What follows belongs to an exercise in optimizing a design on an open flow for a short achievable clock period and few clock cycles; a production flow would make more cautious choices.
The RTL was checked by simulation tests, not by an equivalence proof against the original design.
Power and IR drop assume default switching activity.

Setup of main:
==> flow/design.v <==
module luu_core(
	input wire        clk,
	input wire        rst,  
	output wire[31:0] imem_addr,  
	input wire[31:0]  imem_data,  
	output wire       dmem_en,  
	output wire       dmem_we,
	output wire[31:0] dmem_addr,
	output wire[31:0] dmem_wdata,
	input wire[31:0]  dmem_rdata  
);
	reg rst_q;
	always @(posedge clk) rst_q <= rst;
	reg [31:0] pc;
	wire       redirect;
	wire [31:0] redirect_pc;
	wire [31:0] fw = imem_data;
	wire [31:0] f_sx20 = {{12{fw[31]}}, fw[31:12]};
	wire        f_rs1z = (fw[11:7] == 5'd0);
	wire        f_isj  = (fw[2:0] == 3'b010) & ~fw[3];
	wire        f_isb  = (fw[2:0] == 3'b011);
	wire        f_back = (f_sx20 < pc);
	wire        f_pred = f_rs1z & (f_isj | (f_isb & ((fw[6:3] == 4'b1111) |
	                      ((fw[6:3] != 4'b0000) & f_back))));
	wire [31:0] pc_plus4 = pc + 32'd4;
	always @(posedge clk) begin
		if (~rst)
			pc <= 32'd0;
		else if (redirect)
			pc <= redirect_pc;
		else if (f_pred)
			pc <= f_sx20;
		else
			pc <= pc_plus4;
	end
	assign imem_addr = pc;
	reg        d_valid;
	reg [31:0] d_ir;
	reg [31:0] d_pc;
	reg        d_pred;
	always @(posedge clk) begin
		if (~rst)
			d_valid <= 1'b0;
		else
			d_valid <= ~redirect;
		d_ir   <= fw;
		d_pc   <= pc;
		d_pred <= f_pred;
	end
	wire [2:0]  op   = d_ir[2:0];
	wire [3:0]  func = d_ir[6:3];
	wire [4:0]  rs1  = d_ir[11:7];
	wire [4:0]  rs2  = d_ir[16:12];
	wire [4:0]  rdf  = d_ir[21:17];
	wire [31:0] sx20 = {{12{d_ir[31]}}, d_ir[31:12]};
	wire [31:0] sx15 = {{17{d_ir[31]}}, d_ir[31:17]};
	wire [31:0] hi15 = {d_ir[31:17], 17'd0};
	wire i_imm  = (op == 3'b000) & (func[1:0] == 2'b00);
	wire i_imls = (op == 3'b000) & (func[1:0] == 2'b01);
	wire i_addi = (op == 3'b000) & (func[1:0] == 2'b11);
	wire i_cal  = (op == 3'b001);
	wire i_j    = (op == 3'b010) & ~func[0];
	wire i_link = (op == 3'b010) &  func[0];
	wire i_b    = (op == 3'b011);
	wire i_ld   = (op == 3'b100);
	wire i_st   = (op == 3'b101);
	reg [31:0] rf [1:31];
	wire [31:0] e_wb;
	wire        e_rf_we;
	reg  [4:0]  e_rd;
	wire [31:0] rf1 = (rs1 == 5'd0) ? 32'd0 : rf[rs1];
	wire [31:0] rf2 = (rs2 == 5'd0) ? 32'd0 : rf[rs2];
	wire byp1 = e_rf_we & (e_rd == rs1) & (rs1 != 5'd0);
	wire byp2 = e_rf_we & (e_rd == rs2) & (rs2 != 5'd0);
	wire [31:0] r1 = byp1 ? e_wb : rf1;
	wire [31:0] r2 = byp2 ? e_wb : rf2;
	integer k;
	always @(posedge clk) begin
		if (~rst_q) begin
			for (k = 1; k < 32; k = k + 1) rf[k] <= 32'd0;
		end else if (e_rf_we & (e_rd != 5'd0)) begin
			rf[e_rd] <= e_wb;
		end
	end
	wire a_pc   = i_link;
	wire a_zero = i_imm | ~(i_imls | i_addi | i_cal | i_j | i_link | i_b | i_ld | i_st);
	wire [31:0] d_a = a_pc ? d_pc : (a_zero ? 32'd0 : r1);
	wire b_reg  = i_cal | i_ld;
	wire b_20   = i_imm | i_j | i_link | i_b;
	wire b_15   = i_addi | i_st;
	wire b_hi   = i_imls;
	wire [31:0] d_bimm = b_20 ? sx20 : b_15 ? sx15 : b_hi ? hi15 : 32'd0;
	wire d_sub = i_cal & (func == 4'b0001);
	wire [31:0] d_b = b_reg ? (d_sub ? ~r2 : r2) : d_bimm;
	wire s_sum  = ~i_cal | (func == 4'b0000) | (func == 4'b0001);
	wire s_shr  = i_cal & ((func == 4'b0100) | (func == 4'b1001));
	wire s_shl  = i_cal & (func == 4'b0101);
	wire s_and  = i_cal & (func == 4'b0110);
	wire s_or   = i_cal & (func == 4'b0111);
	wire s_not  = i_cal & (func == 4'b1000);
	wire s_xor  = i_cal & (func == 4'b1010);
	wire s_land = i_cal & (func == 4'b1011);
	wire s_lor  = i_cal & (func == 4'b1100);
	wire s_lnot = i_cal & (func == 4'b1101);
	wire s_def  = i_cal & ((func == 4'b0010) | (func == 4'b0011) |
	                       (func == 4'b1110) | (func == 4'b1111));
	wire d_wen = i_imm | i_imls | i_addi | i_cal | i_link | i_ld | (i_st & func[0]);
	wire [4:0] d_rd = (i_imm | i_imls | i_link | i_st) ? rs1 : i_addi ? rs2 : rdf;
	reg        e_valid;
	reg [31:0] e_a, e_b, e_sd, e_pc;
	reg        e_sub, e_wen, e_ld, e_j, e_b_, e_pred;
	reg [3:0]  e_cond;
	reg        e_men, e_mwe;
	reg        e_s_sum, e_s_shr, e_s_shl, e_s_and, e_s_or, e_s_not, e_s_xor,
	           e_s_land, e_s_lor, e_s_lnot, e_s_def;
	wire d_go = d_valid & ~redirect;
	always @(posedge clk) begin
		if (~rst) begin
			e_valid <= 1'b0;
			e_men   <= 1'b0;
			e_mwe   <= 1'b0;
		end else begin
			e_valid <= d_go;
			e_men   <= d_go & (i_ld | i_st);
			e_mwe   <= d_go & i_st;
		end
		e_a    <= d_a;
		e_b    <= d_b;
		e_sd   <= r2;
		e_pc   <= d_pc;
		e_sub  <= d_sub;
		e_wen  <= d_wen;
		e_rd   <= d_rd;
		e_ld   <= i_ld;
		e_j    <= i_j;
		e_b_   <= i_b;
		e_cond <= func;
		e_pred <= d_pred;
		e_s_sum <= s_sum; e_s_shr <= s_shr; e_s_shl <= s_shl; e_s_and <= s_and;
		e_s_or <= s_or; e_s_not <= s_not; e_s_xor <= s_xor; e_s_land <= s_land;
		e_s_lor <= s_lor; e_s_lnot <= s_lnot; e_s_def <= s_def;
	end
	wire [32:0] sum = {1'b0, e_a} + {1'b0, e_b} + {32'd0, e_sub};
	wire [31:0] b_true = e_sub ? ~e_b : e_b;        
	wire        big = |e_b[31:5];
	wire [31:0] shr = big ? 32'd0 : (e_a >> e_b[4:0]);
	wire [31:0] shl = big ? 32'd0 : (e_a << e_b[4:0]);
	wire a_nz = |e_a;
	wire b_nz = |e_b;
	wire [31:0] res =
		({32{e_s_sum}}  & sum[31:0]) |
		({32{e_s_shr}}  & shr) |
		({32{e_s_shl}}  & shl) |
		({32{e_s_and}}  & (e_a & e_b)) |
		({32{e_s_or}}   & (e_a | e_b)) |
		({32{e_s_not}}  & ~e_a) |
		({32{e_s_xor}}  & (e_a ^ e_b)) |
		{31'd0, e_s_land & a_nz & b_nz} |
		{31'd0, e_s_lor & (a_nz | b_nz)} |
		{31'd0, e_s_lnot & ~a_nz} |
		{e_s_def, 31'd0};
	wire bz_sub  = &e_b;                               
	wire bp31    = e_sub ? (e_b[31] ^ (&e_b[30:0])) : e_b[31];
	wire c_now   = sum[32] & ~(e_sub & bz_sub);
	wire v_now   = (e_a[31] == bp31) & (res[31] != e_a[31]);
	reg [31:0] fr;
	reg        fc, fv;
	wire fN = fr[31];
	wire fZ = (fr == 32'd0);
	wire fC = fc;
	wire fV = fv;
	reg cond_ok;
	always @(*) begin
		case (e_cond)
			4'b0000: cond_ok = 1'b0;
			4'b0001: cond_ok = ~fZ;
			4'b0010: cond_ok = fC;
			4'b0011: cond_ok = ~fC;
			4'b0100: cond_ok = fN;
			4'b0101: cond_ok = ~fN;
			4'b0110: cond_ok = fV;
			4'b0111: cond_ok = ~fV;
			4'b1000: cond_ok = fC & ~fZ;
			4'b1001: cond_ok = ~(fC & ~fZ);
			4'b1010: cond_ok = (fN == fV);
			4'b1011: cond_ok = (fN != fV);
			4'b1100: cond_ok = ~fZ & (fN == fV);
			4'b1101: cond_ok = fZ | (fN != fV);
			4'b1110: cond_ok = fZ;
			default: cond_ok = 1'b1;
		endcase
	end
	wire taken = e_j | (e_b_ & cond_ok);
	assign redirect = e_valid & (taken != e_pred);
	assign redirect_pc = taken ? sum[31:0] : (e_pc + 32'd4);
	always @(posedge clk) begin
		if (~rst) begin
			fr <= 32'd0;
			fc <= 1'b0;
			fv <= 1'b0;
		end else if (e_valid) begin
			fr <= taken ? 32'd0 : res;
			fc <= ~taken & c_now;
			fv <= ~taken & v_now;
		end
	end
	assign e_wb    = e_ld ? dmem_rdata : res;
	assign e_rf_we = e_valid & e_wen;
	assign dmem_en    = e_men;
	assign dmem_we    = e_mwe;
	assign dmem_addr  = e_a;
	assign dmem_wdata = e_sd;
endmodule
==> flow/config.mk <==
export PLATFORM = sky130hd
export DESIGN_NAME = luu_core
export DESIGN_NICKNAME = luu_core
export VERILOG_FILES = /design/flow/design.v
export SDC_FILE = /design/flow/constraint.sdc
export NUM_CORES = 4
export LEC_CHECK = 0
export ABC_CLOCK_PERIOD_IN_PS = 2000
export CAP_MARGIN = 20
export CORE_MARGIN = 2
export CORE_UTILIZATION = 40
export SETUP_SLACK_MARGIN = 4.5
export SLEW_MARGIN = 20
==> flow/constraint.sdc <==
create_clock -name core_clock -period 7.0 [get_ports {clk}]
set_input_delay 1.4000 -clock core_clock [delete_from_list [all_inputs] [get_ports {clk}]]
set_output_delay 1.4000 -clock core_clock [all_outputs]
set_load 0.01 [all_outputs]
run.sh (not shown) runs the stock make flow with config.mk's settings and CLKGATE_MAP_FILE= SYNTH_SCRIPT=/design/flow/synth_recipe.tcl, a recipe that flattens the netlist after the stock synthesis.
Testbench counts of main, summed over its fixed seeds: cycles 78,198.
diff inputs: main => the feature branch
# main
export LEC_CHECK = 0
export ABC_CLOCK_PERIOD_IN_PS = 2000
export CAP_MARGIN = 20
export CORE_MARGIN = 2
export CORE_UTILIZATION = 40
export SETUP_SLACK_MARGIN = 4.5
export SLEW_MARGIN = 20
create_clock -name core_clock -period 7.0 [get_ports {clk}]
# the feature branch
export LEC_CHECK = 0
export CAP_MARGIN = 20
export CORE_MARGIN = 2
export CORE_UTILIZATION = 40
export SLEW_MARGIN = 20
create_clock -name core_clock -period 7.0 [get_ports {clk}]
The feature branch ended up with a lower setup slack than main did. Comparing main against the feature branch, there is no change at all in die area. Against main, the feature branch comes in 5.3 points lower on overall fraction of global-route tracks in use. Of the feature branch and main, it is the feature branch that has the lower non-clock buffer total of the final layout. Between the feature branch and main, power in combinational cells is lower for the feature branch, main comes in above that. Number of cells on the critical path: the feature branch vs main identical. Compared with main, the feature branch shows a lower number of clock buffers in the layout. Taking main as the reference point, the peak clock frequency supported by timing of the feature branch falls by 81 MHz. Of the feature branch and main, the feature branch shows the lower routed wire length, with main above it.

---

== run 1 ==
Another version of the RTL of luu_core (not shown whole).
Size in the first run: roughly 1600 flip-flops, ~160 I/O pins.
Settings: LEC_CHECK=0, ABC_AREA=1, CAP_MARGIN=40, CORE_MARGIN=2, CORE_UTILIZATION=40, SETUP_SLACK_MARGIN=4.5, SLEW_MARGIN=40; clock period 7.0 ns.
Testbench counts of run 1, summed over its fixed seeds: cycles 76,468.
The inputs of run 2 differ from those of run 1 as listed below.
Settings: CAP_MARGIN changed from 40 to 20; SLEW_MARGIN changed from 40 to 20.
Findings:
Between run 1 and run 2, layout-stage area growth over the synthesis result increased. Utilization: run 2 vs run 1 up 0.36 points. Cmp run 2 vs run 1: sequential cell area share lower in run 2. Compare run 1 and run 2 | number of setup buffers added after CTS higher: run 2. Run 1 → run 2: relative slew slack fell by 9.8 points; global-route wire length before repair now sits lower; total power of the final layout increased by 0.62% relative to the old numbers; peak per-stage delay on the critical path went up by 0.32 ns; ratio of total power to cell area was more or less identical. | number of setup violations in the final report | run 1 vs run 2 | ≈ equal |.

afterwards: timing with drivers on the ports:
In the flow no input, the clock included, has a driving cell. The finished layouts below were timed again as built, in two steps. Step 1 assumes that a clkbuf_16 drives the clock port and a buf_2 every other input. Step 2, shift: input delay + t, output delay - t, t = (earliest + latest rising clock arrival at the registers) / 2. This alone moves slack from input paths to output paths. a / b / c = ideal / step 1 / step 2; a / b = the first two.
| run | shift t [ns] | setup WS [ns] | worst setup path at the end | slew at the worst register clock pin (ns) | worst data-port slew with drivers (ns) |
|---|---|---|---|---|---|
| main | 0.887 | 3.337 / 3.345 / 2.471 | input to register | 0.07 / 0.07 | 0.31 |
| the feature branch | 0.874 | 1.785 / 1.785 / 1.732 | input to register | 0.07 / 0.07 | 0.10 |
| run 1 | 0.983 | 3.876 / 3.876 / 3.228 | input to register | 0.07 / 0.07 | 0.10 |
| run 2 | 0.983 | 3.759 / 3.759 / 3.213 | input to register | 0.07 / 0.07 | 0.09 |
After both steps every run listed still meets setup and hold. For main, which loses most, drivers alone change the setup slack by +0.008 ns; drivers and shift together by -0.866 ns.
